Background: an optimization exercise with open tools, aiming at small area, a short achievable clock period and few clock cycles per item. Do not read the settings as production practice. Only simulation tests tie the RTL to the original design; equivalence was not proved. No activity file was given, so power comes from the tool's default toggle rates.

===== design/flow/design.v =====
`timescale 1 ns / 1 ps
`default_nettype none
`timescale 1ns/1ns
module ShiftReg
  #(parameter SHIFT = 8, DATA=32)
   (input         clk,reset,
    input [DATA-1:0]  data_in,
    output [DATA-1:0] data_out);
   reg [DATA-1:0]     shift_array [SHIFT-1:0];
   always @(posedge clk or posedge reset) begin
      if(reset)
        shift_array[0] <= 0;
      else
        shift_array[0] <= data_in;
   end
   genvar shft;
   generate
      for(shft=0; shft < SHIFT-1; shft=shft+1) begin: DELAY_BLOCK
         always @(posedge clk or posedge reset) begin
            if(reset)
              shift_array[shft+1] <= 0;
            else
              shift_array[shft+1] <= shift_array[shft];
         end
      end
   endgenerate
   assign data_out = shift_array[SHIFT-1];
endmodule
`default_nettype wire
`timescale 1ns / 1ps
module BRAM #(parameter DLEN = 32, HLEN=9)
           (input                 clk,
            input                 wen,
            input      [HLEN-1:0] waddr,
            input      [DLEN-1:0] din,
            input      [HLEN-1:0] raddr,
            output reg [DLEN-1:0] dout);
(* ram_style="block" *) reg [DLEN-1:0] blockram [(1<<HLEN)-1:0];
always @(posedge clk) begin
    if(wen)
        blockram[waddr] <= din;
end
always @(posedge clk) begin
    dout <= blockram[raddr];
end
endmodule
`timescale 1 ns / 1 ps
module FA(input  x,y,z,
          output c,s);
assign {c,s} = x+y+z;
endmodule
`timescale 1 ns / 1 ps
module CSA(input      [(2*(1 << ($clog2(14))))-1:0] x,y,z,
           output reg [(2*(1 << ($clog2(14))))-1:0] c,s);
wire [(2*(1 << ($clog2(14))))-1:0] c_t,s_t;
generate
	genvar csa_idx;
	for(csa_idx=0; csa_idx<(2*(1 << ($clog2(14)))); csa_idx=csa_idx+1) begin: FA_LOOP
		FA fau(x[csa_idx],y[csa_idx],z[csa_idx],c_t[csa_idx],s_t[csa_idx]);
	end
endgenerate
always @(*) begin: SHIFT_LOOP
	integer i;
	for(i=0; i<((2*(1 << ($clog2(14))))-1); i=i+1) begin
		c[i+1] = c_t[i];
		s[i]   = s_t[i];
	end
	c[0]                = 1'b0;
	s[(2*(1 << ($clog2(14))))-1] = s_t[(2*(1 << ($clog2(14))))-1];
end
endmodule
`timescale 1 ns / 1 ps
module intMult(input clk,reset,
			   input [14-1:0] A,B,
			   output reg[(2*14)-1:0] C);
(* use_dsp = "yes" *) reg [(2*(1 << ($clog2(14))))-1:0] output_dsp [(1 << (($clog2((1 << ($clog2(14))))) - 4))*(1 << (($clog2((1 << ($clog2(14))))) - 4))-1:0];
wire[(2*(1 << ($clog2(14))))-1:0] op_reg     [((((1 << ($clog2(14))) > 16) ? ((1 << (($clog2((1 << ($clog2(14))))) - 4))*(1 << (($clog2((1 << ($clog2(14))))) - 4))-2) : 0)*3+2)-1:0];
reg [15:0] first_index_dsp  [(1 << (($clog2((1 << ($clog2(14))))) - 4))-1:0];
reg [15:0] second_index_dsp [(1 << (($clog2((1 << ($clog2(14))))) - 4))-1:0];
wire[(2*(1 << ($clog2(14))))-1:0] csa_out_c;
wire[(2*(1 << ($clog2(14))))-1:0] csa_out_s;
reg [(2*(1 << ($clog2(14))))-1:0] C_out;
reg [(2*(1 << ($clog2(14))))-1:0] S_out;
genvar i_gen_loop,m_gen_loop;
generate
  for(i_gen_loop=0; i_gen_loop < (1 << (($clog2((1 << ($clog2(14))))) - 4)); i_gen_loop=i_gen_loop+1)
  begin
	always @(*) begin
	   first_index_dsp [i_gen_loop] = (A >> (i_gen_loop*16));
	   second_index_dsp[i_gen_loop] = (B >> (i_gen_loop*16));
	end
  end
endgenerate
integer i_loop;
integer m_loop;
always @(posedge clk or posedge reset)
begin
  if(reset) begin
    for(i_loop=0; i_loop < (1 << (($clog2((1 << ($clog2(14))))) - 4)); i_loop=i_loop+1)
      for(m_loop=0; m_loop < (1 << (($clog2((1 << ($clog2(14))))) - 4)); m_loop=m_loop+1)
        output_dsp[(i_loop*(1 << (($clog2((1 << ($clog2(14))))) - 4)))+m_loop][(2*(1 << ($clog2(14))))-1:0] <= 0;
  end
  else begin
    for(i_loop=0; i_loop < (1 << (($clog2((1 << ($clog2(14))))) - 4)); i_loop=i_loop+1)
      for(m_loop=0; m_loop < (1 << (($clog2((1 << ($clog2(14))))) - 4)); m_loop=m_loop+1)
        output_dsp[(i_loop*(1 << (($clog2((1 << ($clog2(14))))) - 4)))+m_loop][(2*(1 << ($clog2(14))))-1:0] <= (first_index_dsp[i_loop][15:0] * second_index_dsp[m_loop][15:0])<<((i_loop+m_loop)*16);
  end
end
generate
	genvar m;
	for(m=0; m<((1 << (($clog2((1 << ($clog2(14))))) - 4))*(1 << (($clog2((1 << ($clog2(14))))) - 4))); m=m+1) begin: DUMMY
        assign op_reg[m] = output_dsp[m];
    end
endgenerate
generate
	genvar k;
	for(k=0; k<((((1 << ($clog2(14))) > 16) ? ((1 << (($clog2((1 << ($clog2(14))))) - 4))*(1 << (($clog2((1 << ($clog2(14))))) - 4))-2) : 0)); k=k+1) begin: CSA_LOOP
		CSA csau(op_reg[3*k+0],op_reg[3*k+1],op_reg[3*k+2],op_reg[((1 << (($clog2((1 << ($clog2(14))))) - 4))*(1 << (($clog2((1 << ($clog2(14))))) - 4)))+2*k+0],op_reg[((1 << (($clog2((1 << ($clog2(14))))) - 4))*(1 << (($clog2((1 << ($clog2(14))))) - 4)))+2*k+1]);
	end
endgenerate
always @(posedge clk or posedge reset) begin
	if(reset) begin
		C_out <= 0;
		S_out <= 0;
	end
	else begin
		C_out <= ((1 << ($clog2(14))) > 16) ? op_reg[((((1 << ($clog2(14))) > 16) ? ((1 << (($clog2((1 << ($clog2(14))))) - 4))*(1 << (($clog2((1 << ($clog2(14))))) - 4))-2) : 0)*3+2)-1] : op_reg[0];
		S_out <= ((1 << ($clog2(14))) > 16) ? op_reg[((((1 << ($clog2(14))) > 16) ? ((1 << (($clog2((1 << ($clog2(14))))) - 4))*(1 << (($clog2((1 << ($clog2(14))))) - 4))-2) : 0)*3+2)-2] : op_reg[0];
	end
end
always @(posedge clk or posedge reset) begin
	if(reset)
		C <= 0;
	else
		C <= ((1 << ($clog2(14))) > 16) ? (C_out + S_out) : S_out;
end
endmodule
`timescale 1 ns / 1 ps
module ModRed_sub #(parameter CURR_DATA = 0, NEXT_DATA = 0)
                  (input                                     clk,reset,
				   input     [(14-((($clog2(32)))+1))-1:0]  qH,
				   input     [CURR_DATA-1:0]                 T1,
				   output reg[NEXT_DATA-1:0]                 C);
reg [(((($clog2(32)))+1))-1:0]             T2L;
reg [(((($clog2(32)))+1))-1:0]             T2;
reg [(CURR_DATA - ((($clog2(32)))+1))-1:0] T2H;
reg                             CARRY;
(* use_dsp = "yes" *) reg [14 - 1:0]      MULT;
always @(*) begin
	T2L = T1[(((($clog2(32)))+1))-1:0];
    T2  = (-T2L);
end
always @(posedge clk or posedge reset) begin
    if(reset) begin
        T2H   <= 0;
        CARRY <= 0;
        MULT  <= 0;
    end
    else begin
        T2H   <= (T1 >> (((($clog2(32)))+1)));
        CARRY <= (T2L[((($clog2(32)))+1)-1] | T2[((($clog2(32)))+1)-1]);
        MULT  <= qH * T2;
    end
end
always @(posedge clk or posedge reset) begin
    if(reset) begin
        C <= 0;
    end
    else begin
        C <= (MULT+T2H)+CARRY;
    end
end
endmodule
`timescale 1 ns / 1 ps
module ModRed (input                               clk,reset,
			   input      [14-1:0]     q,
			   input      [(2*14)-1:0] P,
			   output reg [14-1:0]     C);
wire [(2*14)-1:0] C_reg [((14 > ((($clog2(32)))+1)) ? ((14 > (((($clog2(32)))+1) * 2)) ? ((14 > (((($clog2(32)))+1) * 3)) ? ((14 > (((($clog2(32)))+1) * 4)) ? ((14 > (((($clog2(32)))+1) * 5)) ? ((14 > (((($clog2(32)))+1) * 6)) ? ((14 > (((($clog2(32)))+1) * 7)) ? 8 : 7) : 6) : 5) : 4) : 3) : 2) : 1):0];
assign C_reg[0][(2*14)-1:0] = P[(2*14)-1:0];
genvar i_gen_loop;
generate
  for(i_gen_loop=0; i_gen_loop < (((14 > ((($clog2(32)))+1)) ? ((14 > (((($clog2(32)))+1) * 2)) ? ((14 > (((($clog2(32)))+1) * 3)) ? ((14 > (((($clog2(32)))+1) * 4)) ? ((14 > (((($clog2(32)))+1) * 5)) ? ((14 > (((($clog2(32)))+1) * 6)) ? ((14 > (((($clog2(32)))+1) * 7)) ? 8 : 7) : 6) : 5) : 4) : 3) : 2) : 1)-1); i_gen_loop=i_gen_loop+1)
  begin
		ModRed_sub     #(.CURR_DATA((2*14)-(i_gen_loop  )*(((($clog2(32)))+1)-1)),
						 .NEXT_DATA((2*14)-(i_gen_loop+1)*(((($clog2(32)))+1)-1)))
		           mrs  (.clk(clk),
						 .reset(reset),
						 .qH(q[14-1:((($clog2(32)))+1)]),
						 .T1(C_reg[i_gen_loop]  [((2*14)-(i_gen_loop)  *(((($clog2(32)))+1)-1))-1:0]),
						 .C (C_reg[i_gen_loop+1][((2*14)-(i_gen_loop+1)*(((($clog2(32)))+1)-1))-1:0]));
  end
endgenerate
ModRed_sub     #(.CURR_DATA((2*14)-(((14 > ((($clog2(32)))+1)) ? ((14 > (((($clog2(32)))+1) * 2)) ? ((14 > (((($clog2(32)))+1) * 3)) ? ((14 > (((($clog2(32)))+1) * 4)) ? ((14 > (((($clog2(32)))+1) * 5)) ? ((14 > (((($clog2(32)))+1) * 6)) ? ((14 > (((($clog2(32)))+1) * 7)) ? 8 : 7) : 6) : 5) : 4) : 3) : 2) : 1)-1)*(((($clog2(32)))+1)-1)),
				 .NEXT_DATA(14+2))
		   mrsl (.clk(clk),
				 .reset(reset),
				 .qH(q[14-1:((($clog2(32)))+1)]),
				 .T1(C_reg[((14 > ((($clog2(32)))+1)) ? ((14 > (((($clog2(32)))+1) * 2)) ? ((14 > (((($clog2(32)))+1) * 3)) ? ((14 > (((($clog2(32)))+1) * 4)) ? ((14 > (((($clog2(32)))+1) * 5)) ? ((14 > (((($clog2(32)))+1) * 6)) ? ((14 > (((($clog2(32)))+1) * 7)) ? 8 : 7) : 6) : 5) : 4) : 3) : 2) : 1)-1][((2*14)-(((14 > ((($clog2(32)))+1)) ? ((14 > (((($clog2(32)))+1) * 2)) ? ((14 > (((($clog2(32)))+1) * 3)) ? ((14 > (((($clog2(32)))+1) * 4)) ? ((14 > (((($clog2(32)))+1) * 5)) ? ((14 > (((($clog2(32)))+1) * 6)) ? ((14 > (((($clog2(32)))+1) * 7)) ? 8 : 7) : 6) : 5) : 4) : 3) : 2) : 1)-1)*(((($clog2(32)))+1)-1))-1:0]),
				 .C (C_reg[((14 > ((($clog2(32)))+1)) ? ((14 > (((($clog2(32)))+1) * 2)) ? ((14 > (((($clog2(32)))+1) * 3)) ? ((14 > (((($clog2(32)))+1) * 4)) ? ((14 > (((($clog2(32)))+1) * 5)) ? ((14 > (((($clog2(32)))+1) * 6)) ? ((14 > (((($clog2(32)))+1) * 7)) ? 8 : 7) : 6) : 5) : 4) : 3) : 2) : 1)  ][(14+2)-1:0]));
wire [14+1:0] C_ext;
wire [14+1:0] C_temp;
assign C_ext  = C_reg[((14 > ((($clog2(32)))+1)) ? ((14 > (((($clog2(32)))+1) * 2)) ? ((14 > (((($clog2(32)))+1) * 3)) ? ((14 > (((($clog2(32)))+1) * 4)) ? ((14 > (((($clog2(32)))+1) * 5)) ? ((14 > (((($clog2(32)))+1) * 6)) ? ((14 > (((($clog2(32)))+1) * 7)) ? 8 : 7) : 6) : 5) : 4) : 3) : 2) : 1)][(14+2)-1:0];
assign C_temp = C_ext - q;
always @(posedge clk or posedge reset)
begin
	if(reset) begin
		C <= 0;
	end
	else begin
		if (C_temp[14+1])
			C <= C_ext;
		else
			C <= C_temp[14-1:0];
	end
end
endmodule
`timescale 1 ns / 1 ps
module ModMult(input clk,reset,
               input [14-1:0] A,B,
               input [14-1:0] q,
               output[14-1:0] C);
wire [(2*14)-1:0] P;
intMult im(clk,reset,A,B,P);
ModRed  mr(clk,reset,q,P,C);
endmodule
`timescale 1 ns / 1 ps
module NTT2(input 					        clk,reset,
			input      [14-1:0] q,
            input      [14-1:0] NTTin0,NTTin1,
			input      [14-1:0] MULin,
			output reg [14-1:0] ADDout,SUBout,
			output reg [14-1:0] NTToutEVEN,NTToutODD);
wire        [14  :0] madd;
wire signed [14+1:0] madd_q;
wire        [14-1:0] madd_res;
assign madd     = NTTin0 + NTTin1;
assign madd_q   = madd - q;
assign madd_res = (madd_q[14+1] == 1'b0) ? madd_q[14-1:0] : madd[14-1:0];
wire        [14  :0] msub;
wire signed [14+1:0] msub_q;
wire        [14-1:0] msub_res;
assign msub     = NTTin0 - NTTin1;
assign msub_q   = msub + q;
assign msub_res = (msub[14] == 1'b0) ? msub[14-1:0] : msub_q[14-1:0];
reg [14-1:0] MULin0,MULin1;
reg [14-1:0] ADDreg;
always @(posedge clk) begin
	if(reset) begin
		MULin0 <= 0;
		MULin1 <= 0;
		ADDreg <= 0;
	end
	else begin
		MULin0 <= MULin;
		MULin1 <= msub_res;
		ADDreg <= madd_res;
	end
end
wire [14-1:0] MODout;
ModMult mm(clk,reset,MULin0,MULin1,q,MODout);
wire [14-1:0] ADDreg_next;
ShiftReg #(.SHIFT(3 + ((((14 > ((($clog2(32)))+1)) ? ((14 > (((($clog2(32)))+1) * 2)) ? ((14 > (((($clog2(32)))+1) * 3)) ? ((14 > (((($clog2(32)))+1) * 4)) ? ((14 > (((($clog2(32)))+1) * 5)) ? ((14 > (((($clog2(32)))+1) * 6)) ? ((14 > (((($clog2(32)))+1) * 7)) ? 8 : 7) : 6) : 5) : 4) : 3) : 2) : 1))*2 + 1)),.DATA(14)) unit00(clk,reset,ADDreg,ADDreg_next);
always @(*) begin
    ADDout = ADDreg_next;
    SUBout = MODout;
    NTToutEVEN = ADDreg_next;
end
always @(posedge clk) begin
	if(reset) begin
		NTToutODD <= 0;
	end
	else begin
		NTToutODD <= SUBout;
	end
end
endmodule
`timescale 1 ns / 1 ps
module AddressGenerator (input                                       clk,reset,
                         input                                       start,
                         output reg [($clog2(32))-($clog2(2))+1:0]      raddr0,
                         output reg [($clog2(32))-($clog2(2))+1:0]      waddr0,waddr1,
                         output reg                                  wen0  ,wen1  ,
                         output reg                                  brsel0,brsel1,
                         output reg                                  brselen0,brselen1,
                         output reg [2*2*(($clog2(2))+1)-1:0] brscramble0,
                         output reg [($clog2(32))-($clog2(2))+2:0]      raddr_tw,
                         output reg [4:0]                            stage_count,
                         output reg                                  ntt_finished);
reg [4:0] c_stage_limit;
reg [($clog2(32))-($clog2(2)):0]   c_loop_limit;
reg [($clog2(32))-($clog2(2))+2:0] c_tw_limit;
reg [4:0] c_stage;
reg [($clog2(32))-($clog2(2)):0]   c_loop;
reg [($clog2(32))-($clog2(2))+2:0] c_tw;
reg [8:0] c_wait_limit;
reg [8:0] c_wait;
reg [($clog2(32))-($clog2(2))-1:0]     raddr;
reg [1:0]                           raddr_m;
reg [($clog2(32))-($clog2(2))-1:0]      waddre,waddro;
reg [1:0]                            waddr_m;
reg                                  wen;
reg                                  brsel;
reg                                  brselen;
reg                                  finished;
reg [2*2*(($clog2(2))+1)-1:0] brscramble;
reg [1:0] state;
always @(posedge clk or posedge reset) begin
    if(reset)
        state <= 0;
    else begin
        case(state)
        2'd0: begin
            state <= (start) ? 1 : 0;
        end
        2'd1: begin
            state <= (c_loop == c_loop_limit) ? 2 : 1;
        end
        2'd2: begin
            if((c_stage == c_stage_limit) && (c_wait == c_wait_limit))  
                state <= 0;
            else if(c_wait == c_wait_limit)                             
                state <= 1;
            else                                                        
                state <= 2;
        end
        default: state <= 0;
        endcase
    end
end
always @(posedge clk or posedge reset) begin
    if(reset) begin
        c_wait_limit <= 0;
        c_wait       <= 0;
    end
    else begin
        c_wait_limit <= (start) ? 8'd15 : c_wait_limit;
        if(state == 2'd2)
            c_wait <= (c_wait < c_wait_limit) ? (c_wait + 1) : 0;
        else
            c_wait <= 0;
    end
end
always @(posedge clk or posedge reset) begin
    if(reset) begin
        c_stage_limit <= 0;
        c_loop_limit  <= 0;
    end
    else begin
        if(start) begin
            c_stage_limit <= (($clog2(32))-1);
            c_loop_limit  <= ((32 >> (($clog2(2))+1))-1);
        end
        else begin
            c_stage_limit <= c_stage_limit;
            c_loop_limit  <= c_loop_limit;
        end
    end
end
always @(posedge clk or posedge reset) begin
    if(reset) begin
        c_stage       <= 0;
        c_loop        <= 0;
    end
    else begin
        if(start) begin
            c_stage <= 0;
            c_loop  <= 0;
        end
        else begin
            if((state == 2'd2) && (c_wait == c_wait_limit) && (c_stage == c_stage_limit))
                c_stage <= 0;
            else if((state == 2'd2) && (c_wait == c_wait_limit))
                c_stage <= c_stage + 1;
            else
                c_stage <= c_stage;
            if((state == 2'd2) && (c_wait == c_wait_limit))
                c_loop <= 0;
            else if((state == 2'd1) && (c_loop < c_loop_limit))
                c_loop <= c_loop + 1;
            else
                c_loop <= c_loop;
        end
    end
end
wire [($clog2(32))-($clog2(2))+2:0] c_tw_temp;
assign c_tw_temp = (c_loop_limit>>c_stage);
always @(posedge clk or posedge reset) begin
    if(reset) begin
        c_tw <= 0;
    end
    else begin
        if(start) begin
            c_tw <= 0;
        end
        else begin
            if((state == 2'd1) && (c_loop != c_loop_limit)) begin
                if(c_stage == 0) begin
                    if(c_loop[0] == 0)
                        c_tw <= (((c_tw + ((1 << (($clog2(32))-($clog2(2))-2))>>c_stage))) & c_loop_limit);
                    else
                        c_tw <= (((c_tw + 1 - ((1 << (($clog2(32))-($clog2(2))-2))>>c_stage))) & c_loop_limit);
                end
                else if(c_stage >= (($clog2(32))-($clog2(2))-1)) begin
                    c_tw <= c_tw;
                end
                else begin
                    if(c_loop[0] == 0) begin
                        c_tw <= c_tw + ((1 << (($clog2(32))-($clog2(2))-2))>>c_stage)
                              - (((c_loop & c_tw_temp) == c_tw_temp) ? (((c_loop & c_tw_temp)>>1)+1) : 0);
                    end
                    else begin
                        c_tw <= (c_tw + 1) - ((1 << (($clog2(32))-($clog2(2))-2))>>c_stage)
                              - (((c_loop & c_tw_temp) == c_tw_temp) ? (((c_loop & c_tw_temp)>>1)+1) : 0);
                    end
                end
            end
            else if((state == 2'd2) && (c_wait == c_wait_limit) && (c_stage == c_stage_limit))
                c_tw <= 0;
            else if((state == 2'd2) && (c_wait == c_wait_limit)) begin
                c_tw <= c_tw+1;
            end
            else begin
                c_tw <= c_tw;
            end
        end
    end
end
wire [($clog2(32))-($clog2(2))-1:0] raddr_temp;
assign raddr_temp = ((($clog2(32))-($clog2(2))-1) - (c_stage+1));
always @ (posedge clk or posedge reset) begin
    if(reset) begin
        raddr   <= 0;
        raddr_m <= 0;
    end
    else begin
        if(start) begin
            raddr   <= 0;
            raddr_m <= 0;
        end
        else begin
            if((state == 2'd2) && (c_wait == c_wait_limit))
                raddr <= 0;
            else if((state == 2'd1) && (c_loop <= c_loop_limit)) begin
                if(c_stage < (($clog2(32))-($clog2(2))-1)) begin
                    if(~c_loop[0])
                        raddr <= (c_loop >> 1) + ((c_loop >> (raddr_temp+1)) << raddr_temp);
                    else
                        raddr <= (1 << raddr_temp) + (c_loop >> 1) + ((c_loop >> (raddr_temp+1)) << raddr_temp);
                end
                else
                    raddr <= c_loop;
            end
            else
                raddr <= raddr;
            if((state == 2'd2) && (c_wait == c_wait_limit))
                raddr_m <= {raddr_m[1],~raddr_m[0]};
            else
                raddr_m <= raddr_m;
        end
    end
end
wire [($clog2(32))-($clog2(2))-1:0] waddr_temp;
assign waddr_temp = ((($clog2(32))-($clog2(2))-1) - (c_stage+1));
always @ (posedge clk or posedge reset) begin
    if(reset) begin
        waddre  <= 0;
        waddro  <= 0;
        waddr_m <= 0;
    end
    else begin
        if(start) begin
            waddre  <= 0;
            waddro  <= (1 << (($clog2(32))-($clog2(2))-1));
            waddr_m <= 1;
        end
        else begin
            if((state == 2'd2) && (c_wait == c_wait_limit)) begin
                waddre <= 0;
                waddro <= 0;
            end
            else if((state == 2'd1) && (c_loop <= c_loop_limit)) begin
                if(c_stage < (($clog2(32))-($clog2(2))-1)) begin
                    waddre <= (c_loop >> 1) + ((c_loop >> (waddr_temp+1)) << waddr_temp);
                    waddro <= (c_loop >> 1) + ((c_loop >> (waddr_temp+1)) << waddr_temp) + (1 << waddr_temp);
                end
                else begin
                    waddre <= c_loop;
                    waddro <= c_loop;
                end
            end
            else begin
                waddre <= waddre;
                waddro <= waddro;
            end
            if((state == 2'd2) && (c_wait == c_wait_limit) && (c_stage == (c_stage_limit-1)))
                waddr_m <= 2'b10;
            else if((state == 2'd2) && (c_wait == c_wait_limit))
                waddr_m <= {waddr_m[1],~waddr_m[0]};
            else
                waddr_m <= waddr_m;
        end
    end
end
always @(posedge clk or posedge reset) begin
    if(reset) begin
        wen     <= 0;
        brsel   <= 0;
        brselen <= 0;
    end
    else begin
        if(state == 2'd1) begin
            wen     <= 1;
            brsel   <= c_loop[0];
            brselen <= 1;
        end
        else begin
            wen     <= 0;
            brsel   <= 0;
            brselen <= 0;
        end
    end
end
wire [($clog2(2)):0] brscrambled_temp;
wire [($clog2(2)):0] brscrambled_temp2;
wire [($clog2(2)):0] brscrambled_temp3;
assign brscrambled_temp  = (2 >> (c_stage-(($clog2(32))-($clog2(2))-1)));
assign brscrambled_temp2 = (($clog2(2)) - (c_stage-(($clog2(32))-($clog2(2))-1)));
assign brscrambled_temp3 = ((($clog2(2))+1) - (c_stage-(($clog2(32))-($clog2(2))-1)));
always @(posedge clk or posedge reset) begin: B_BLOCK
    integer n;
    if(reset) begin
        for(n=0; n < (2*2); n=n+1) begin  
            brscramble[(($clog2(2))+1)*n+:(($clog2(2))+1)] <= 0;
        end
    end
    else begin
        for(n=0; n < (2*2); n=n+1) begin  
            if(c_stage >= (($clog2(32))-($clog2(2))-1)) begin
                brscramble[(($clog2(2))+1)*n+:(($clog2(2))+1)] <= (brscrambled_temp*n[0]) +
                                                              (((n>>1)<<1) & (brscrambled_temp-1)) +
                                                              ((n>>(brscrambled_temp2+1))<<(brscrambled_temp3)) +
                                                              ((n>>brscrambled_temp2) & 1);
            end
            else begin
                brscramble[(($clog2(2))+1)*n+:(($clog2(2))+1)] <= 0;
            end
        end
    end
end
always @(posedge clk or posedge reset) begin
    if(reset) begin
        finished <= 0;
    end
    else begin
        if((state == 2'd2) && (c_wait == c_wait_limit) && (c_stage == c_stage_limit))
            finished <= 1;
        else
            finished <= 0;
    end
end
wire [($clog2(32))-($clog2(2))+2:0] c_tw_w;
ShiftReg #(.SHIFT(1),.DATA(($clog2(32))-($clog2(2))+3)) sr00(clk,reset,c_tw,c_tw_w);
always @(posedge clk or posedge reset) begin
    if(reset) begin
        raddr0   <= 0;
        raddr_tw <= 0;
    end
    else begin
        raddr0   <= {raddr_m,raddr};
        raddr_tw <= c_tw_w;
    end
end
wire [($clog2(32))-($clog2(2))+1:0] waddre_w,waddro_w;
ShiftReg #(.SHIFT(3+((((14 > ((($clog2(32)))+1)) ? ((14 > (((($clog2(32)))+1) * 2)) ? ((14 > (((($clog2(32)))+1) * 3)) ? ((14 > (((($clog2(32)))+1) * 4)) ? ((14 > (((($clog2(32)))+1) * 5)) ? ((14 > (((($clog2(32)))+1) * 6)) ? ((14 > (((($clog2(32)))+1) * 7)) ? 8 : 7) : 6) : 5) : 4) : 3) : 2) : 1))*2 + 1)+5  ),.DATA(($clog2(32))-($clog2(2))+2)) sr01(clk,reset,{waddr_m,waddre},waddre_w);
ShiftReg #(.SHIFT(3+((((14 > ((($clog2(32)))+1)) ? ((14 > (((($clog2(32)))+1) * 2)) ? ((14 > (((($clog2(32)))+1) * 3)) ? ((14 > (((($clog2(32)))+1) * 4)) ? ((14 > (((($clog2(32)))+1) * 5)) ? ((14 > (((($clog2(32)))+1) * 6)) ? ((14 > (((($clog2(32)))+1) * 7)) ? 8 : 7) : 6) : 5) : 4) : 3) : 2) : 1))*2 + 1)+5+1),.DATA(($clog2(32))-($clog2(2))+2)) sr02(clk,reset,{waddr_m,waddro},waddro_w);
always @(*) begin
    waddr0 = waddre_w;
    waddr1 = waddro_w;
end
wire [0:0] wen0_w,wen1_w;
ShiftReg #(.SHIFT(3+((((14 > ((($clog2(32)))+1)) ? ((14 > (((($clog2(32)))+1) * 2)) ? ((14 > (((($clog2(32)))+1) * 3)) ? ((14 > (((($clog2(32)))+1) * 4)) ? ((14 > (((($clog2(32)))+1) * 5)) ? ((14 > (((($clog2(32)))+1) * 6)) ? ((14 > (((($clog2(32)))+1) * 7)) ? 8 : 7) : 6) : 5) : 4) : 3) : 2) : 1))*2 + 1)+5  ),.DATA(1)) sr03(clk,reset,wen,wen0_w);
ShiftReg #(.SHIFT(3+((((14 > ((($clog2(32)))+1)) ? ((14 > (((($clog2(32)))+1) * 2)) ? ((14 > (((($clog2(32)))+1) * 3)) ? ((14 > (((($clog2(32)))+1) * 4)) ? ((14 > (((($clog2(32)))+1) * 5)) ? ((14 > (((($clog2(32)))+1) * 6)) ? ((14 > (((($clog2(32)))+1) * 7)) ? 8 : 7) : 6) : 5) : 4) : 3) : 2) : 1))*2 + 1)+5+1),.DATA(1)) sr04(clk,reset,wen,wen1_w);
always @(*) begin
    wen0 = wen0_w;
    wen1 = wen1_w;
end
wire [0:0] brsel0_w,brsel1_w;
ShiftReg #(.SHIFT(3+((((14 > ((($clog2(32)))+1)) ? ((14 > (((($clog2(32)))+1) * 2)) ? ((14 > (((($clog2(32)))+1) * 3)) ? ((14 > (((($clog2(32)))+1) * 4)) ? ((14 > (((($clog2(32)))+1) * 5)) ? ((14 > (((($clog2(32)))+1) * 6)) ? ((14 > (((($clog2(32)))+1) * 7)) ? 8 : 7) : 6) : 5) : 4) : 3) : 2) : 1))*2 + 1)+5  ),.DATA(1)) sr05(clk,reset,brsel,brsel0_w);
ShiftReg #(.SHIFT(3+((((14 > ((($clog2(32)))+1)) ? ((14 > (((($clog2(32)))+1) * 2)) ? ((14 > (((($clog2(32)))+1) * 3)) ? ((14 > (((($clog2(32)))+1) * 4)) ? ((14 > (((($clog2(32)))+1) * 5)) ? ((14 > (((($clog2(32)))+1) * 6)) ? ((14 > (((($clog2(32)))+1) * 7)) ? 8 : 7) : 6) : 5) : 4) : 3) : 2) : 1))*2 + 1)+5+1),.DATA(1)) sr06(clk,reset,brsel,brsel1_w);
always @(*) begin
    brsel0 = brsel0_w;
    brsel1 = brsel1_w;
end
wire [0:0] brselen0_w,brselen1_w;
ShiftReg #(.SHIFT(3+((((14 > ((($clog2(32)))+1)) ? ((14 > (((($clog2(32)))+1) * 2)) ? ((14 > (((($clog2(32)))+1) * 3)) ? ((14 > (((($clog2(32)))+1) * 4)) ? ((14 > (((($clog2(32)))+1) * 5)) ? ((14 > (((($clog2(32)))+1) * 6)) ? ((14 > (((($clog2(32)))+1) * 7)) ? 8 : 7) : 6) : 5) : 4) : 3) : 2) : 1))*2 + 1)+5  ),.DATA(1)) sr07(clk,reset,brselen,brselen0_w);
ShiftReg #(.SHIFT(3+((((14 > ((($clog2(32)))+1)) ? ((14 > (((($clog2(32)))+1) * 2)) ? ((14 > (((($clog2(32)))+1) * 3)) ? ((14 > (((($clog2(32)))+1) * 4)) ? ((14 > (((($clog2(32)))+1) * 5)) ? ((14 > (((($clog2(32)))+1) * 6)) ? ((14 > (((($clog2(32)))+1) * 7)) ? 8 : 7) : 6) : 5) : 4) : 3) : 2) : 1))*2 + 1)+5+1),.DATA(1)) sr08(clk,reset,brselen,brselen1_w);
always @(*) begin
    brselen0 = brselen0_w;
    brselen1 = brselen1_w;
end
wire [4:0] c_stage_w;
ShiftReg #(.SHIFT(3+((((14 > ((($clog2(32)))+1)) ? ((14 > (((($clog2(32)))+1) * 2)) ? ((14 > (((($clog2(32)))+1) * 3)) ? ((14 > (((($clog2(32)))+1) * 4)) ? ((14 > (((($clog2(32)))+1) * 5)) ? ((14 > (((($clog2(32)))+1) * 6)) ? ((14 > (((($clog2(32)))+1) * 7)) ? 8 : 7) : 6) : 5) : 4) : 3) : 2) : 1))*2 + 1)+5+1),.DATA(5)) sr09(clk,reset,c_stage,c_stage_w);
always @(*) begin
    stage_count = c_stage_w;
end
wire [2*2*(($clog2(2))+1)-1:0] brscramble_w;
ShiftReg #(.SHIFT(3+((((14 > ((($clog2(32)))+1)) ? ((14 > (((($clog2(32)))+1) * 2)) ? ((14 > (((($clog2(32)))+1) * 3)) ? ((14 > (((($clog2(32)))+1) * 4)) ? ((14 > (((($clog2(32)))+1) * 5)) ? ((14 > (((($clog2(32)))+1) * 6)) ? ((14 > (((($clog2(32)))+1) * 7)) ? 8 : 7) : 6) : 5) : 4) : 3) : 2) : 1))*2 + 1)+5),.DATA(2*2*(($clog2(2))+1))) sr10(clk,reset,brscramble,brscramble_w);
always @(*) begin
    brscramble0 = brscramble_w;
end
wire finished_w;
ShiftReg #(.SHIFT(4),.DATA(1)) sr11(clk,reset,finished,finished_w);
always @(*) begin
    ntt_finished = finished_w;
end
endmodule
`timescale 1 ns / 1 ps
module NTTN   (input                           clk,reset,
               input                           load_w,
               input                           load_data,
               input                           start,
               input                           start_intt,
               input [14-1:0]      din,
               output reg                      done,
               output reg [14-1:0] dout
               );
reg [2:0] state;
reg [($clog2(32))+3:0] sys_cntr;
reg [14-1:0]q;
reg [14-1:0]n_inv;
reg [14-1:0]        pi [(2*2)-1:0];
wire[14-1:0]        po [(2*2)-1:0];
reg [($clog2(32))-($clog2(2))+1:0] pw [(2*2)-1:0];
reg [($clog2(32))-($clog2(2))+1:0] pr [(2*2)-1:0];
reg [0:0]                       pe [(2*2)-1:0];
reg [14-1:0]        ti [2-1:0];
wire[14-1:0]        to [2-1:0];
reg [($clog2(32))-($clog2(2))+3:0] tw [2-1:0];
reg [($clog2(32))-($clog2(2))+3:0] tr [2-1:0];
reg [0:0]                       te [2-1:0];
wire [($clog2(32))-($clog2(2))+1:0]      raddr;
wire [($clog2(32))-($clog2(2))+1:0]      waddr0,waddr1;
wire                                  wen0  ,wen1  ;
wire                                  brsel0,brsel1;
wire                                  brselen0,brselen1;
wire [2*2*(($clog2(2))+1)-1:0] brscramble;
wire [($clog2(32))-($clog2(2))+2:0]      raddr_tw;
wire [4:0]                       stage_count;
wire                             ntt_finished;
reg                              ntt_intt;  
reg [14-1:0] NTTin [(2*2)-1:0];
reg [14-1:0] MULin [2-1:0];
wire[14-1:0] ASout [(2*2)-1:0];  
wire[14-1:0] EOout [(2*2)-1:0];  
generate
	genvar k;
    for(k=0; k<2 ;k=k+1) begin: BRAM_GEN_BLOCK
        BRAM #(.DLEN(14),.HLEN(($clog2(32))-($clog2(2))+1)) bd00(clk,pe[2*k+0],{pw[2*k+0][($clog2(32))-($clog2(2))+1:($clog2(32))-($clog2(2))],pw[2*k+0][($clog2(32))-($clog2(2))-2:0]},pi[2*k+0],{pr[2*k+0][($clog2(32))-($clog2(2))+1:($clog2(32))-($clog2(2))],pr[2*k+0][($clog2(32))-($clog2(2))-2:0]},po[2*k+0]);
        BRAM #(.DLEN(14),.HLEN(($clog2(32))-($clog2(2))+1)) bd01(clk,pe[2*k+1],{pw[2*k+1][($clog2(32))-($clog2(2))+1:($clog2(32))-($clog2(2))],pw[2*k+1][($clog2(32))-($clog2(2))-2:0]},pi[2*k+1],{pr[2*k+1][($clog2(32))-($clog2(2))+1:($clog2(32))-($clog2(2))],pr[2*k+1][($clog2(32))-($clog2(2))-2:0]},po[2*k+1]);
        BRAM #(.DLEN(14),.HLEN(($clog2(32))-($clog2(2))+1)) bt00(clk,te[k],{tw[k][($clog2(32))-($clog2(2))+3],tw[k][($clog2(32))-($clog2(2))-1:0]},ti[k],{tr[k][($clog2(32))-($clog2(2))+3],tr[k][($clog2(32))-($clog2(2))-1:0]},to[k]);
    end
endgenerate
generate
	genvar m;
    for(m=0; m<2 ;m=m+1) begin: NTT2_GEN_BLOCK
        NTT2 nttu(clk,reset,
                  q,
			      NTTin[2*m+0],NTTin[2*m+1],
				  MULin[m],
				  ASout[2*m+0],ASout[2*m+1],
				  EOout[2*m+0],EOout[2*m+1]);
    end
endgenerate
AddressGenerator ag(clk,reset,
                    (start | start_intt),
                    raddr,
                    waddr0,waddr1,
                    wen0  ,wen1  ,
                    brsel0,brsel1,
                    brselen0,brselen1,
                    brscramble,
                    raddr_tw,
                    stage_count,
                    ntt_finished
                    );
always @(posedge clk or posedge reset) begin
    if(reset) begin
        ntt_intt <= 0;
    end
    else begin
        if(start)
            ntt_intt <= 0;
        else if(start_intt)
            ntt_intt <= 1;
        else
            ntt_intt <= ntt_intt;
    end
end
always @(posedge clk or posedge reset) begin
    if(reset) begin
        state <= 3'd0;
        sys_cntr <= 0;
    end
    else begin
        case(state)
        3'd0: begin
            if(load_w)
                state <= 3'd1;
            else if(load_data)
                state <= 3'd2;
            else if(start | start_intt)
                state <= 3'd3;
            else
                state <= 3'd0;
            sys_cntr <= 0;
        end
        3'd1: begin
            if(sys_cntr == ((((((1<<(($clog2(32))-($clog2(2))))-1)+($clog2(2)))<<($clog2(2)))<<1)+2-1)) begin
                state <= 3'd0;
                sys_cntr <= 0;
            end
            else begin
                state <= 3'd1;
                sys_cntr <= sys_cntr + 1;
            end
        end
        3'd2: begin
            if(sys_cntr == (32-1)) begin
                state <= 3'd0;
                sys_cntr <= 0;
            end
            else begin
                state <= 3'd2;
                sys_cntr <= sys_cntr + 1;
            end
        end
        3'd3: begin
            if(ntt_finished && (ntt_intt == 0))
                state <= 3'd4;
            else if(ntt_finished && (ntt_intt == 1))
                state <= 3'd5;
            else
                state <= 3'd3;
            sys_cntr <= 0;
        end
        3'd4: begin
            if(sys_cntr == (32+1)) begin
                state <= 3'd0;
                sys_cntr <= 0;
            end
            else begin
                state <= 3'd4;
                sys_cntr <= sys_cntr + 1;
            end
        end
        3'd5: begin
            if(sys_cntr == (((32 >> (($clog2(2))+1))<<1) + 3+((((14 > ((($clog2(32)))+1)) ? ((14 > (((($clog2(32)))+1) * 2)) ? ((14 > (((($clog2(32)))+1) * 3)) ? ((14 > (((($clog2(32)))+1) * 4)) ? ((14 > (((($clog2(32)))+1) * 5)) ? ((14 > (((($clog2(32)))+1) * 6)) ? ((14 > (((($clog2(32)))+1) * 7)) ? 8 : 7) : 6) : 5) : 4) : 3) : 2) : 1))*2 + 1)+5)) begin
                state <= 3'd4;
                sys_cntr <= 0;
            end
            else begin
                state <= 3'd5;
                sys_cntr <= sys_cntr + 1;
            end
        end
        default: begin
            state <= 3'd0;
            sys_cntr <= 0;
        end
        endcase
    end
end
always @(posedge clk or posedge reset) begin: TW_BLOCK
    integer n;
    if(reset) begin
        for(n=0; n < (2); n=n+1) begin  
            te[n] <= 0;
            tw[n] <= 0;
            ti[n] <= 0;
            tr[n] <= 0;
        end
    end
    else begin
        for(n=0; n < (2); n=n+1) begin  
            if((state == 3'd1) && (sys_cntr < ((((1<<(($clog2(32))-($clog2(2))))-1)+($clog2(2)))<<($clog2(2))))) begin
                te[n] <= (n == (sys_cntr & ((1 << ($clog2(2)))-1)));
                tw[n][($clog2(32))-($clog2(2))+3]   <= 0;
                tw[n][($clog2(32))-($clog2(2))+2:0] <= (sys_cntr >> ($clog2(2)));
                ti[n] <= din;
                tr[n] <= 0;
            end
            else if((state == 3'd1) && (sys_cntr < (((((1<<(($clog2(32))-($clog2(2))))-1)+($clog2(2)))<<($clog2(2)))<<1))) begin
                te[n] <= (n == ((sys_cntr-((((1<<(($clog2(32))-($clog2(2))))-1)+($clog2(2)))<<($clog2(2)))) & ((1 << ($clog2(2)))-1)));
                tw[n][($clog2(32))-($clog2(2))+3]   <= 1;
                tw[n][($clog2(32))-($clog2(2))+2:0] <= ((sys_cntr-((((1<<(($clog2(32))-($clog2(2))))-1)+($clog2(2)))<<($clog2(2)))) >> ($clog2(2)));
                ti[n] <= din;
                tr[n] <= 0;
            end
            else if(state == 3'd3) begin  
                te[n] <= 0;
                tw[n] <= 0;
                ti[n] <= 0;
                tr[n] <= {ntt_intt,raddr_tw};
            end
            else begin
                te[n] <= 0;
                tw[n] <= 0;
                ti[n] <= 0;
                tr[n] <= 0;
            end
        end
    end
end
always @(posedge clk or posedge reset) begin
    if(reset) begin
        q     <= 0;
        n_inv <= 0;
    end
    else begin
        q     <= ((state == 3'd1) && (sys_cntr == ((((((1<<(($clog2(32))-($clog2(2))))-1)+($clog2(2)))<<($clog2(2)))<<1)+2-2))) ? din : q;
        n_inv <= ((state == 3'd1) && (sys_cntr == ((((((1<<(($clog2(32))-($clog2(2))))-1)+($clog2(2)))<<($clog2(2)))<<1)+2-1))) ? din : n_inv;
    end
end
wire [($clog2(32))-($clog2(2))-1:0] addrout;
assign addrout = (sys_cntr >> (($clog2(2))+1));
wire [($clog2(32))-($clog2(2))-1:0] inttlast;
assign inttlast = (sys_cntr & ((32 >> (($clog2(2))+1))-1));
wire [($clog2(32))+3:0]           sys_cntr_d;
wire [($clog2(32))-($clog2(2))-1:0] inttlast_d;
always @(posedge clk or posedge reset) begin: DT_BLOCK
    integer n;
    if(reset) begin
        for(n=0; n < (2*2); n=n+1) begin  
            pe[n] <= 0;
            pw[n] <= 0;
            pi[n] <= 0;
            pr[n] <= 0;
        end
    end
    else begin
        for(n=0; n < (2*2); n=n+1) begin  
            if((state == 3'd2)) begin  
                if(sys_cntr < (32 >> 1)) begin
                    pe[n] <= (n == ((sys_cntr & ((1 << ($clog2(2)))-1)) << 1));
                    pw[n] <= (sys_cntr >> ($clog2(2)));
                    pi[n] <= din;
                    pr[n] <= 0;
                end
                else begin
                    pe[n] <= (n == (((sys_cntr & ((1 << ($clog2(2)))-1)) << 1)+1));
                    pw[n] <= ((sys_cntr-(32 >> 1)) >> ($clog2(2)));
                    pi[n] <= din;
                    pr[n] <= 0;
                end
            end
            else if(state == 3'd3) begin  
                if(stage_count < (($clog2(32)) - ($clog2(2)) - 1)) begin
                    if(brselen0) begin
                        if(brsel0 == 0) begin
                            if(n[0] == 0) begin
                                pe[n] <= wen0;
                                pw[n] <= waddr0;
                                pi[n] <= EOout[n];
                            end
                        end
                        else begin  
                            if(n[0] == 0) begin
                                pe[n] <= wen1;
                                pw[n] <= waddr1;
                                pi[n] <= EOout[n+1];
                            end
                        end
                    end
                    else begin
                        if(n[0] == 0) begin
                            pe[n] <= 0;
                            pw[n] <= pw[n];
                            pi[n] <= pi[n];
                        end
                    end
                    if(brselen1) begin
                        if(brsel1 == 0) begin
                            if(n[0] == 1) begin
                                pe[n] <= wen0;
                                pw[n] <= waddr0;
                                pi[n] <= EOout[n-1];
                            end
                        end
                        else begin  
                            if(n[0] == 1) begin
                                pe[n] <= wen1;
                                pw[n] <= waddr1;
                                pi[n] <= EOout[n];
                            end
                        end
                    end
                    else begin
                        if(n[0] == 1) begin
                            pe[n] <= 0;
                            pw[n] <= pw[n];
                            pi[n] <= pi[n];
                        end
                    end
                end
                else if(stage_count < (($clog2(32)) - 1)) begin
                    pe[n] <= wen0;
                    pw[n] <= waddr0;
                    pi[n] <= ASout[brscramble[(($clog2(2))+1)*n+:(($clog2(2))+1)]];
                end
                else begin
                    pe[n] <= wen0;
                    pw[n] <= waddr0;
                    pi[n] <= ASout[n];
                end
                pr[n] <= raddr;
            end
            else if(state == 3'd4) begin  
                pe[n] <= 0;
                pw[n] <= 0;
                pi[n] <= 0;
                pr[n] <= {2'b10,addrout};
            end
            else if(state == 3'd5) begin  
                if(sys_cntr_d < (32 >> (($clog2(2))+1))) begin
                    if(n[0] == 0) begin
                        pe[n] <= 1;
                        pw[n] <= {2'b10,inttlast_d};
                        pi[n] <= ASout[n+1];
                    end
                    else begin
                        pe[n] <= 0;
                        pw[n] <= 0;
                        pi[n] <= 0;
                    end
                end
                else if(sys_cntr_d < (32 >> (($clog2(2))))) begin
                    if(n[0] == 1) begin
                        pe[n] <= 1;
                        pw[n] <= {2'b10,inttlast_d};
                        pi[n] <= ASout[n];
                    end
                    else begin
                        pe[n] <= 0;
                        pw[n] <= 0;
                        pi[n] <= 0;
                    end
                end
                else begin
                    pe[n] <= 0;
                    pw[n] <= 0;
                    pi[n] <= 0;
                end
                pr[n] <= {2'b10,inttlast};
            end
            else begin
                pe[n] <= 0;
                pw[n] <= 0;
                pi[n] <= 0;
                pr[n] <= 0;
            end
        end
    end
end
wire [($clog2(2)):0] coefout;
assign coefout = (sys_cntr-2);
always @(posedge clk or posedge reset) begin
    if(reset) begin
        done <= 0;
        dout <= 0;
    end
    else begin
        if(state == 3'd4) begin
            done <= (sys_cntr == 1) ? 1 : 0;
            dout <= po[coefout];
        end
        else begin
            done <= 0;
            dout <= 0;
        end
    end
end
always @(posedge clk or posedge reset) begin: NT_BLOCK
    integer n;
    if(reset) begin
        for(n=0; n < (2); n=n+1) begin  
            NTTin[2*n+0] <= 0;
            NTTin[2*n+1] <= 0;
            MULin[n] <= 0;
        end
    end
    else begin
        for(n=0; n < (2); n=n+1) begin  
            if(state == 3'd5) begin
                if(sys_cntr < (2+(32 >> (($clog2(2))+1)))) begin
                    NTTin[2*n+0] <= po[2*n+0];
                    NTTin[2*n+1] <= 0;
                end
                else if(sys_cntr < (2+(32 >> (($clog2(2)))))) begin
                    NTTin[2*n+0] <= po[2*n+1];
                    NTTin[2*n+1] <= 0;
                end
                else begin
                    NTTin[2*n+0] <= po[2*n+0];
                    NTTin[2*n+1] <= po[2*n+1];
                end
                MULin[n] <= n_inv;
            end
            else begin
                NTTin[2*n+0] <= po[2*n+0];
                NTTin[2*n+1] <= po[2*n+1];
                MULin[n] <= to[n];
            end
        end
    end
end
ShiftReg #(.SHIFT(3+((((14 > ((($clog2(32)))+1)) ? ((14 > (((($clog2(32)))+1) * 2)) ? ((14 > (((($clog2(32)))+1) * 3)) ? ((14 > (((($clog2(32)))+1) * 4)) ? ((14 > (((($clog2(32)))+1) * 5)) ? ((14 > (((($clog2(32)))+1) * 6)) ? ((14 > (((($clog2(32)))+1) * 7)) ? 8 : 7) : 6) : 5) : 4) : 3) : 2) : 1))*2 + 1)+5-1),.DATA(($clog2(32))+4        )) sr00(clk,reset,sys_cntr,sys_cntr_d);
ShiftReg #(.SHIFT(3+((((14 > ((($clog2(32)))+1)) ? ((14 > (((($clog2(32)))+1) * 2)) ? ((14 > (((($clog2(32)))+1) * 3)) ? ((14 > (((($clog2(32)))+1) * 4)) ? ((14 > (((($clog2(32)))+1) * 5)) ? ((14 > (((($clog2(32)))+1) * 6)) ? ((14 > (((($clog2(32)))+1) * 7)) ? 8 : 7) : 6) : 5) : 4) : 3) : 2) : 1))*2 + 1)+5-1),.DATA(($clog2(32))-($clog2(2)))) sr01(clk,reset,inttlast,inttlast_d);
endmodule

===== design/flow/run.sh =====
#!/bin/bash
# synth_recipe.tcl (not shown) runs the flow's synth.tcl, then flattens the netlist and writes it again
# the make line also repeats each setting of config.mk as NAME=value (left out here)
make -C /OpenROAD-flow-scripts/flow DESIGN_CONFIG=/design/flow/config.mk WORK_HOME=/design/flow/orfs CLKGATE_MAP_FILE= SYNTH_SCRIPT=/design/flow/synth_recipe.tcl finish

===== design/flow/config.mk =====
export PLATFORM = sky130hd
export DESIGN_NAME = NTTN
export DESIGN_NICKNAME = NTTN
export VERILOG_FILES = /design/flow/design.v
export SDC_FILE = /design/flow/constraint.sdc
export NUM_CORES = 4
export LEC_CHECK = 0
export CAP_MARGIN = 20
export CORE_MARGIN = 2
export CORE_UTILIZATION = 40
export SLEW_MARGIN = 20

===== design/flow/constraint.sdc =====
create_clock -name core_clock -period 7.5 [get_ports {clk}]
set_input_delay 1.5000 -clock core_clock [delete_from_list [all_inputs] [get_ports {clk}]]
set_output_delay 1.5000 -clock core_clock [all_outputs]
set_load 0.01 [all_outputs]

==> flow_summary.rst <==
.. list-table::
   :header-rows: 1

   * - Metric
     - Value
   * - Post-synthesis xor/xnor area fraction
     - 0.0148
   * - Largest fanout of any net on the critical path
     - 14
   * - Area growth from synthesis to final layout
     - 12.7%
   * - Worst setup path startpoint
     - NTT2_GEN_BLOCK[1].nttu.MULin0[7]
   * - Post-detailed-route count of antenna-violating nets
     - 0
   * - Count of flip-flops with a built-in enable after synthesis
     - 2688
   * - Sequential cell area fraction in the yosys report
     - 0.662
   * - Clock tree from TritonCTS
     - built
   * - Reg-to-reg startpoint
     - NTT2_GEN_BLOCK[1].nttu.MULin0[7]
   * - Area of the die
     - 470000 µm²
   * - Largest net degree at the start of global routing
     - 191
   * - Clock latency reported for the late side of the worst-skew pair
     - 1.02 ns
   * - Leakage power of the design
     - 76.9 nW
   * - Average instance area after synthesis
     - 16.7 µm²
   * - CTS H-Tree Depth
     - 5
   * - Total area of multi-input combinational cells
     - 58900 µm²
   * - Drt wl/cell
     - 24.4 µm
   * - Min-delay worst type
     - flip-flop to flip-flop
   * - Worst rel slew slack
     - 0.186
   * - HPWL reported at the end of detailed placement
     - 285000 µm
   * - Initial DRT Pass Iterations
     - 7
   * - Fraction of registers with async set/reset
     - 0.348
   * - VDD IR max
     - 0.328 mV
   * - Net count of the finished layout
     - 12500
   * - Crit. End Element
     - flip-flop
   * - Leading post-synthesis cells by instance count
     - edfxtp_1 (2688), dfrtp_1 (1537), mux4_2 (882)
   * - Master of the slowest instance on the critical path
     - o41ai_1
   * - Synth warnings
     - 56
   * - Fill count
     - 39400
   * - Startpoint type of the worst setup path
     - flip-flop
   * - Adder-cell area share of the yosys netlist
     - 0.0882
   * - Number of sinks handled by clock tree synthesis
     - 4421
   * - Mux cell area share after synthesis
     - 0.123
   * - Yosys reg bits
     - 4421
   * - Summed negative setup slack over all endpoints
     - 0 ns
   * - Aggregate routed wire length
     - 439000 µm
   * - Cell type with the largest total area after synthesis
     - edfxtp_1
   * - 1st-iter DRT viols
     - 8355
   * - Placement row count
     - 250
   * - Number of global-route vias before repair
     - 100000
   * - Setup repair after global routing missed its margin
     - false
   * - Period Utilization, post-route
     - 0.893
   * - Global-route wire length before repair
     - 658000 µm
   * - CTS clock-pin slew for the worst setup and hold paths
     - 0.06 ns
   * - Req. time, crit path
     - 8.37 ns
   * - Slew @ Worst Pin
     - 1.22 ns
   * - Most repeated cell in the gate-level netlist after synthesis
     - edfxtp_1
   * - Critical path class
     - flip-flop to flip-flop
   * - Maximum clock skew at final layout
     - 0.0754 ns
   * - Fraction of the mapped netlist area in simple logic gates
     - 0.0556
   * - Main synth FF type
     - edfxtp_1
   * - Cells on Worst Hold Path
     - 0
   * - Count of cells along the worst register-to-register path
     - 20
   * - Pre-CTS worst setup slack
     - 0.910 ns
   * - Initial core utilization
     - 0.402
   * - Routed via count
     - 95800
   * - Post-CTS Setup Inserts
     - 0
   * - Global-route congestion overflow total
     - 0
   * - Pwr/cell area
     - 352 nW/µm²
   * - Cell types with the largest area share after synthesis
     - edfxtp_1 (43%), dfrtp_1 (21%), mux4_2 (11%), fa_1 (5.0%), ha_1 (3.9%)
   * - Cell occurring most often along the worst timing path
     - fa_1
   * - Total area of sequential cells
     - 123000 µm²
   * - Critical Path, Cell by Cell
     - and2_1 > fa_1 > inv_1 > fa_1 > inv_1 > fa_1 > inv_1 > fa_1 > inv_1 > fa_1 > fa_1 > ha_1 > a21oi_1 > a21oi_1 > a211oi_1 > a31oi_1 > o41ai_1 > o2111ai_1 > a21oi_1 > xnor2_1
   * - GPL Wtd Cong
     - 0.876
   * - Startpoint of the worst hold path
     - NTT2_GEN_BLOCK[0].nttu.mm.im.S_out[21]
   * - Global-route usage over all layers
     - 0.186
   * - Cell area after synthesis
     - 186000 µm²
   * - Post-route minimum period
     - 6.70 ns
   * - Die Span X
     - 686 µm
   * - Final core utilization
     - 0.452
   * - Highest clock frequency the design can meet
     - 149 MHz
   * - Final Hold Vio Count
     - 0
   * - Post-cts resize count
     - 0
   * - Final count of negative-setup-slack endpoints
     - 0
   * - Number of CTS-inserted buffers
     - 429
   * - Vias per inst
     - 5.33
   * - I/O Pins
     - 35
   * - Arrival time worst endpoint
     - 7.57 ns
   * - Top flop regs
     - BRAM_GEN_BLOCK.bd00.blockram: 896 flops, BRAM_GEN_BLOCK.bd01.blockram: 896 flops, BRAM_GEN_BLOCK.bt00.blockram: 896 flops
   * - DRC violations left
     - 0
   * - Antenna violations before repair
     - 31
   * - Area share of the leading cell type in the synthesized netlist
     - 0.434
   * - Number of buffers inserted by hold repair at cts
     - 0
   * - Smallest setup slack after layout
     - 0.800 ns
   * - WHS
     - 0.325 ns
   * - Fraction of layout cells with a size suffix above 1
     - 0.182
   * - Die Ht
     - 686 µm
   * - Number of instances in the synthesized netlist
     - 11200
   * - Main combinational cell family by area after synthesis
     - multiplexers
   * - Clock Tree Root
     - clkbuf_16
   * - Stage delay of the slowest cell on the critical path
     - 0.66 ns
   * - Outcome
     - no timing/DRC/antenna violations
   * - Number of buffers on the longest clock path
     - 4
   * - Post-synthesis cell type count
     - 89
   * - Max-cap violations
     - 0
   * - Max Slew Vio Count
     - 0
   * - Standard cell core area
     - 463000 µm²
   * - Input/output buffers
     - 34
   * - Synthesized-area fraction occupied by ao, oa, aoi and oai cells
     - 0.0332
## cell usage in the layout (no fill, tap or decap), types with 232 or more instances in the layout
master     instances
nand2_1          647
ha_1             575
fa_1             460
and2_1           329
dfrtp_1         1482
nor2_1           533
clkbuf_16        441
inv_1            696
a21oi_1          254
edfxtp_1        2688
mux4_2           882
xnor2_1          232
## stage by stage
step,power (W),instances,instance area (µm²)
6_report,0.0739,18000,210000
5_1_grt,0.0784,18000,210000
4_1_cts,0.0746,18000,209000
3_5_place_dp,0.0517,17200,195000
3_3_place_gp,0.0514,17100,194000
2_1_floorplan,0.0461,11200,186000
## routing by layer
metal / wire length [µm] / track usage
met4: 13700 / 0.0549
met3: 24700 / 0.0289
met1: 191000 / 0.262
met5: 53 / 0
met2: 209000 / 0.299
## power breakdown
group | total [W] | switching (W) | internal [W]
registers | 0.0304 | 0.00187 | 0.0285
clock network | 0.0224 | 0.00943 | 0.0130
logic | 0.0211 | 0.0119 | 0.00919
## worst paths after layout
path                       slack, ns                                             end
min reg2reg                     0.32              NTT2_GEN_BLOCK[0].nttu.mm.im.C[21]
min in group asynchronous       0.92                         sr00.shift_array[13][6]
max reg2reg                     0.80  NTT2_GEN_BLOCK[1].nttu.mm.im.output_dsp[0][27]
max in group asynchronous       4.82                                        pr[0][4]
max                             0.80  NTT2_GEN_BLOCK[1].nttu.mm.im.output_dsp[0][27]
min                             0.32              NTT2_GEN_BLOCK[0].nttu.mm.im.C[21]
## worst max-delay path: cells and delay by family (launching register included)
kind	cells	cell delay (ns)
DFF	1	0.51
and+or+nand+nor	1	0.26
xor gates and xnor gates	1	0.15
buffers and inverters	4	0.23
adders and majority gates	7	3.29
AOI/OAI and AO/OA	7	2.18
## cell families after synthesis
group	after synthesis
AND/OR/NAND/NOR	2166
multiplexers	1162
flip-flops	4421
XOR/XNOR	314
AO/OA/AOI/OAI	921
adder cells (fa/ha/maj)	1035
buffers and inverters	1143
other	1
## layout make-up
type                       count  share of cell area
multi-input combinational   5602               0.281
timing repair buffer         257              0.0109
antenna                       12            0.000143
sequential                  4421               0.588
clock inverter               241              0.0139
tap                         6174              0.0369
inverter                     697              0.0125
clock buffer                 564              0.0566
Testbench counts, summed over its fixed seeds: cycles 13,312, transforms 64.

port drivers added, routing unchanged:
The results above use ideal ports. As a check the final layout listed here was re-extracted and re-timed, cells and wires unchanged. Step 1, drivers: a clkbuf_16 drives clk and a buf_2 each remaining input, both assumed. Step 2 times the ports against the registers' clock, not the clock port: input delays grow and output delays shrink by t, the midpoint of the rising clock arrivals with the driver on. a / b / c = no drivers / after step 1 / after step 2; a / b = the first two.
shift t [ns]: 1.084
setup slack, ns: 0.800 / 0.800 / 0.800
worst setup path at the end: register to register
clock arrival spread, ns: 0.091 / 0.090
After both steps this run still meets setup and hold. The setup slack of this run moves by 0.000 ns with the drivers and by 0.000 ns with both steps.
